From an optimization exercise on the open Yosys and OpenROAD flow, aimed at small area, a short achievable clock period and few clock cycles per item; shortcuts taken in it are not production practice.
Function was checked by simulation only, so behaviour that the tests miss may differ from the original.

## T
## conv_1d
module conv_1d #(
    parameter DATA_WIDTH  = 8,
    parameter KERNEL_SIZE = 16
) (
    input logic clk,
    input logic arst_n,
    input  logic [DATA_WIDTH-1:0] signal_data,
    input  logic                  signal_vld,
    input  logic                  signal_last,
    output logic                  signal_rdy,
    input  logic [KERNEL_SIZE*DATA_WIDTH-1:0] kernel,
    output logic [DATA_WIDTH*2+$clog2(KERNEL_SIZE)-1:0] result_data,
    output logic                    result_vld,
    output logic                    result_last,
    input  logic                    result_rdy
);
For scale: about 3200 cells after synthesis, ~590 flip-flops, roughly 160 I/O pins, about 0.040 mm^2 of cells after synthesis.
Settings: LEC_CHECK=0, CAP_MARGIN=20, CORE_MARGIN=2, CORE_UTILIZATION=40, SETUP_SLACK_MARGIN=3.6, SLEW_MARGIN=20, SYNTH_HIERARCHICAL=1, TNS_END_PERCENT=10; clock period 6.0 ns.
standard.sh (not shown) runs the stock make flow with config.mk's settings and CLKGATE_MAP_FILE= SYNTH_SCRIPT=/design/flow/synth_recipe.tcl, a recipe that flattens the netlist after the stock synthesis.
==> flow/flow/run.sh <==
#!/bin/bash
# The standard layout, with two changes: ports are buffered with plain
# buffers (buf_2, which the resizer may then size) instead of delay cells,
# and clock tree synthesis inserts no dummy loads.
set -euo pipefail
export BUFFER_PORTS_ARGS="-buffer_cell sky130_fd_sc_hd__buf_2"
export CTS_ARGS="-sink_clustering_enable -repair_clock_nets -dont_use_dummy_load -sink_clustering_size 25 -sink_clustering_max_diameter 80"
bash standard.sh > standard.log 2>&1
Testbench counts of T, summed over its fixed seeds: cycles 16,040, items 16,000.
Input changes introduced in Q (baseline for comparison: T):
--- a/flow/config.mk
+++ b/flow/config.mk
@@ -8,6 +8,7 @@
 export CAP_MARGIN = 20
 export CORE_MARGIN = 2
-export CORE_UTILIZATION = 40
-export SETUP_SLACK_MARGIN = 3.6
+export CORE_UTILIZATION = 55
+export PLACE_DENSITY = 0.65
+export SETUP_SLACK_MARGIN = 3.4
 export SLEW_MARGIN = 20
 export SYNTH_HIERARCHICAL = 1
## What came out
In Q, the final instance area came out about 5.6% below the value in T.
kernel[58] as the worst setup path startpoint was reported by Q, and kernel[67] by T.
Post-route fraction of the period consumed by the critical path in Q is 1.8 points above T.
Final hold slack (Q over T): decrease, 25 ps

---

conv_1d again, from the RTL that the note above started with.
Design conv_1d, start of the top module:
module conv_1d #(
    parameter DATA_WIDTH  = 8,
    parameter KERNEL_SIZE = 16
) (
    input logic clk,
    input logic arst_n,
    input  logic [DATA_WIDTH-1:0] signal_data,
    input  logic                  signal_vld,
    input  logic                  signal_last,
    output logic                  signal_rdy,
    input  logic [KERNEL_SIZE*DATA_WIDTH-1:0] kernel,
    output logic [DATA_WIDTH*2+$clog2(KERNEL_SIZE)-1:0] result_data,
    output logic                    result_vld,
    output logic                    result_last,
    input  logic                    result_rdy
);
Settings: LEC_CHECK=0, CAP_MARGIN=20, CORE_MARGIN=2, CORE_UTILIZATION=40, CTS_BUF_LIST=sky130_fd_sc_hd__clkbuf_16, CTS_CLUSTER_DIAMETER=60, CTS_CLUSTER_SIZE=20, SETUP_SLACK_MARGIN=3.4, SLEW_MARGIN=20, SYNTH_HIERARCHICAL=1; clock period 6.0 ns.
run.sh (not shown) runs the stock make flow with config.mk's settings and CLKGATE_MAP_FILE= SYNTH_SCRIPT=/design/flow/synth_recipe.tcl, a recipe that flattens the netlist after the stock synthesis.
Stock flow here: none of the scripts above is used.
Testbench counts at the start, summed over its fixed seeds: cycles 16,040, items 16,000.
Rerun with:
==> flow/flow/run.sh (new file) <==
#!/bin/bash
# The standard layout, with two changes: ports are buffered with plain
# buffers (buf_2, which the resizer may then size) instead of delay cells,
# and clock tree synthesis inserts no dummy loads.
set -euo pipefail
export BUFFER_PORTS_ARGS="-buffer_cell sky130_fd_sc_hd__buf_2"
export CTS_ARGS="-sink_clustering_enable -repair_clock_nets -dont_use_dummy_load -sink_clustering_size 25 -sink_clustering_max_diameter 80"
bash standard.sh > standard.log 2>&1
==> flow/standard.sh (new file) <==
#!/bin/bash
# synth_recipe.tcl (not shown) runs the flow's synth.tcl, then flattens the netlist and writes it again
# the make line also repeats each setting of config.mk as NAME=value (left out here)
make -C /OpenROAD-flow-scripts/flow DESIGN_CONFIG=/design/flow/config.mk WORK_HOME=/design/flow/orfs CLKGATE_MAP_FILE= SYNTH_SCRIPT=/design/flow/synth_recipe.tcl "${@:-finish}"
ABC_AREA = 1   (was default)
CTS_BUF_LIST = default   (was sky130_fd_sc_hd__clkbuf_16)
CTS_CLUSTER_DIAMETER = default   (was 60)
CTS_CLUSTER_SIZE = default   (was 20)
TNS_END_PERCENT = 10   (was default)
removed: flow/run.sh
The new run finished clean; synthesized cell count rose by 6.5%; hold slack degrades by 0.0053 ns; setup slack degrades by 0.098 ns; count of clock-buffer cells in the layout fell by 34; first-iteration DRC count fell by 13%; core utilization fell by 3.3 points; global-route usage fell by 1.4 points; critical path depth does not change.
Rerun with:
==> flow/run.sh (new file) <==
#!/bin/bash
# synth_recipe.tcl (not shown) runs the flow's synth.tcl, then flattens the netlist and writes it again
# the make line also repeats each setting of config.mk as NAME=value (left out here)
make -C /OpenROAD-flow-scripts/flow DESIGN_CONFIG=/design/flow/config.mk WORK_HOME=/design/flow/orfs CLKGATE_MAP_FILE= SYNTH_SCRIPT=/design/flow/synth_recipe.tcl finish
ABC_AREA = default   (was 1)
SETUP_SLACK_MARGIN = 3.8   (was 3.4)
TNS_END_PERCENT = default   (was 10)
removed: flow/flow/run.sh
removed: flow/standard.sh
Effect:
- The changed run passed the timing, DRC and antenna checks
- design area rose by 21%
- worst hold slack barely changes
- utilization rose by 9.2 points
- area after synthesis fell by 0.32%
Rerun with:
==> flow/flow/run.sh (new file) <==
#!/bin/bash
# The standard layout, with two changes: ports are buffered with plain
# buffers (buf_2, which the resizer may then size) instead of delay cells,
# and clock tree synthesis inserts no dummy loads.
set -euo pipefail
export BUFFER_PORTS_ARGS="-buffer_cell sky130_fd_sc_hd__buf_2"
export CTS_ARGS="-sink_clustering_enable -repair_clock_nets -dont_use_dummy_load -sink_clustering_size 25 -sink_clustering_max_diameter 80"
bash standard.sh > standard.log 2>&1
==> flow/standard.sh (new file) <==
#!/bin/bash
# synth_recipe.tcl (not shown) runs the flow's synth.tcl, then flattens the netlist and writes it again
# the make line also repeats each setting of config.mk as NAME=value (left out here)
make -C /OpenROAD-flow-scripts/flow DESIGN_CONFIG=/design/flow/config.mk WORK_HOME=/design/flow/orfs CLKGATE_MAP_FILE= SYNTH_SCRIPT=/design/flow/synth_recipe.tcl "${@:-finish}"
SETUP_SLACK_MARGIN = 3.4   (was 3.8)
removed: flow/run.sh
What happened:
- via count is lower by a few percent
- register-to-register slack degrades by 0.06 ns
- design area is lower by roughly a tenth
- clock-buffer cell count is lower by 70
- worst setup slack degrades by 0.029 ns
- area after synthesis does not change
- maximum frequency is lower slightly
- synthesized cell count is unchanged
- global-route usage is lower by 0.94 points

---

conv_1d again, from the RTL that the note above started with.
==> flow/config.mk <==
export PLATFORM = sky130hd
export DESIGN_NAME = conv_1d
export DESIGN_NICKNAME = conv_1d
export VERILOG_FILES = /design/flow/design.v
export SDC_FILE = /design/flow/constraint.sdc
export NUM_CORES = 4
export LEC_CHECK = 0
export CAP_MARGIN = 20
export CORE_MARGIN = 2
export CORE_UTILIZATION = 40
export SETUP_SLACK_MARGIN = 3.4
export SLEW_MARGIN = 20
export SYNTH_HIERARCHICAL = 1
export TNS_END_PERCENT = 2
==> flow/constraint.sdc <==
create_clock -name core_clock -period 6.0 [get_ports {clk}]
set_input_delay 1.2000 -clock core_clock [delete_from_list [all_inputs] [get_ports {clk}]]
set_output_delay 1.2000 -clock core_clock [all_outputs]
set_load 0.01 [all_outputs]
standard.sh (not shown) runs the stock make flow with config.mk's settings and CLKGATE_MAP_FILE= SYNTH_SCRIPT=/design/flow/synth_recipe.tcl, a recipe that flattens the netlist after the stock synthesis.
==> flow/flow/run.sh <==
#!/bin/bash
# The standard layout, with two changes: ports are buffered with plain
# buffers (buf_2, which the resizer may then size) instead of delay cells,
# and clock tree synthesis inserts no dummy loads.
set -euo pipefail
export BUFFER_PORTS_ARGS="-buffer_cell sky130_fd_sc_hd__buf_2"
export CTS_ARGS="-sink_clustering_enable -repair_clock_nets -dont_use_dummy_load -sink_clustering_size 25 -sink_clustering_max_diameter 80"
bash standard.sh > standard.log 2>&1
Testbench counts at the start, summed over its fixed seeds: cycles 16,040, items 16,000.
Next try:
- SETUP_SLACK_MARGIN: 3.4 -> 3.2
- TNS_END_PERCENT: 2 -> 10
Routed wire length came out higher by about 0.6%.
Cell count stays flat.
Sequential share of layout area came out higher by 0.16 points.
Flip-flop and latch count is unchanged.
Synthesized cell count stays the same.
Area after synthesis is unchanged.
Cell area came out lower by 0.62%.
Next try:
==> flow/run.sh (new file) <==
#!/bin/bash
# synth_recipe.tcl (not shown) runs the flow's synth.tcl, then flattens the netlist and writes it again
# the make line also repeats each setting of config.mk as NAME=value (left out here)
make -C /OpenROAD-flow-scripts/flow DESIGN_CONFIG=/design/flow/config.mk WORK_HOME=/design/flow/orfs CLKGATE_MAP_FILE= SYNTH_SCRIPT=/design/flow/synth_recipe.tcl finish
- SETUP_SLACK_MARGIN: 3.2 -> 3.4
- TNS_END_PERCENT: 10 -> default
removed: flow/flow/run.sh
removed: flow/standard.sh
The changed run completed without violations.
Non-clock buffer count rose by 1.
Sequential cell count does not change.
Fmax rose by a little under a tenth.
Clock-buffer cell count rose by 70.
Die area is unchanged.
Next try:
==> flow/flow/run.sh (new file) <==
#!/bin/bash
# The standard layout, with two changes: ports are buffered with plain
# buffers (buf_2, which the resizer may then size) instead of delay cells,
# and clock tree synthesis inserts no dummy loads.
set -euo pipefail
export BUFFER_PORTS_ARGS="-buffer_cell sky130_fd_sc_hd__buf_2"
export CTS_ARGS="-sink_clustering_enable -repair_clock_nets -dont_use_dummy_load -sink_clustering_size 25 -sink_clustering_max_diameter 80"
bash standard.sh > standard.log 2>&1
==> flow/standard.sh (new file) <==
#!/bin/bash
# synth_recipe.tcl (not shown) runs the flow's synth.tcl, then flattens the netlist and writes it again
# the make line also repeats each setting of config.mk as NAME=value (left out here)
make -C /OpenROAD-flow-scripts/flow DESIGN_CONFIG=/design/flow/config.mk WORK_HOME=/design/flow/orfs CLKGATE_MAP_FILE= SYNTH_SCRIPT=/design/flow/synth_recipe.tcl "${@:-finish}"
- TNS_END_PERCENT: default -> 10
removed: flow/run.sh
=> Clock-buffer cell count is lower by 70; utilization fell by 3.0 points; critical path depth is unchanged; synthesized cell count does not change.

---

Starting RTL as in the previous note.
// conv_1d
module conv_1d #(
    parameter DATA_WIDTH  = 8,
    parameter KERNEL_SIZE = 16
) (
    input logic clk,
    input logic arst_n,
    input  logic [DATA_WIDTH-1:0] signal_data,
    input  logic                  signal_vld,
    input  logic                  signal_last,
    output logic                  signal_rdy,
    input  logic [KERNEL_SIZE*DATA_WIDTH-1:0] kernel,
    output logic [DATA_WIDTH*2+$clog2(KERNEL_SIZE)-1:0] result_data,
    output logic                    result_vld,
    output logic                    result_last,
    input  logic                    result_rdy
);
clock: 6.0 ns
lec_check: 0
cap_margin: 20
core_margin: 2
core_utilization: 40
cts_buf_list: sky130_fd_sc_hd__clkbuf_4 sky130_fd_sc_hd__clkbuf_8
cts_cluster_size: 24
setup_slack_margin: 3.4
slew_margin: 20
synth_hierarchical: 1
run.sh (not shown) runs the stock make flow with config.mk's settings and CLKGATE_MAP_FILE= SYNTH_SCRIPT=/design/flow/synth_recipe.tcl, a recipe that flattens the netlist after the stock synthesis.
Stock flow here: none of the scripts above is used.
Testbench counts at the start, summed over its fixed seeds: cycles 16,040, items 16,000.
Rerun with:
PLACE_DENSITY = 0.75   (was default)
SETUP_SLACK_MARGIN = 3.3   (was 3.4)
Result:
- The new run went through all stages and came out clean
- synthesized cell count is unchanged
- clock skew barely changes

separate check: timing with driven ports:
The results above use ideal ports. As a check the final layouts listed here were re-extracted and re-timed, cells and wires unchanged.
Step 1, drivers: a clkbuf_16 drives clk and a buf_2 each remaining input, both assumed.
Step 2 adds t to the input delays and takes it off the output delays; t is the mean of the earliest and latest rising clock arrival at the registers after step 1. Input paths then give back, and output paths get back, about the clock's delay inside the block.
Slacks: no drivers / after step 1 / after step 2; pairs: no drivers / after step 1.
run	t (ns)	setup WS [ns]	worst register clock-pin slew, ns
T	0.658	3.376 / 3.334 / 2.676	0.10 / 0.10
Q	0.654	3.266 / 3.302 / 2.648	0.10 / 0.10
the first run of note 2	0.705	3.363 / 3.361 / 2.656	0.08 / 0.08
the second run of note 2	0.659	3.265 / 3.287 / 2.643	0.11 / 0.11
the third run of note 2	0.695	3.391 / 3.390 / 2.696	0.07 / 0.07
the fourth run of note 2	0.660	3.362 / 3.337 / 2.677	0.10 / 0.10
the first run of note 3	0.658	3.278 / 3.293 / 2.635	0.11 / 0.11
the second run of note 3	0.655	3.122 / 3.120 / 2.464	0.10 / 0.10
the third run of note 3	0.694	3.354 / 3.347 / 2.653	0.07 / 0.07
the fourth run of note 3	0.655	3.308 / 3.286 / 2.631	0.10 / 0.10
the first run of note 4	0.821	3.343 / 3.364 / 2.543	0.07 / 0.07
the second run of note 4	0.795	3.245 / 3.246 / 2.451	0.07 / 0.07
After both steps setup and hold are still met in every run listed. The setup slack of the first run of note 4, which loses most, moves by +0.021 ns with the drivers and by -0.800 ns with both steps.
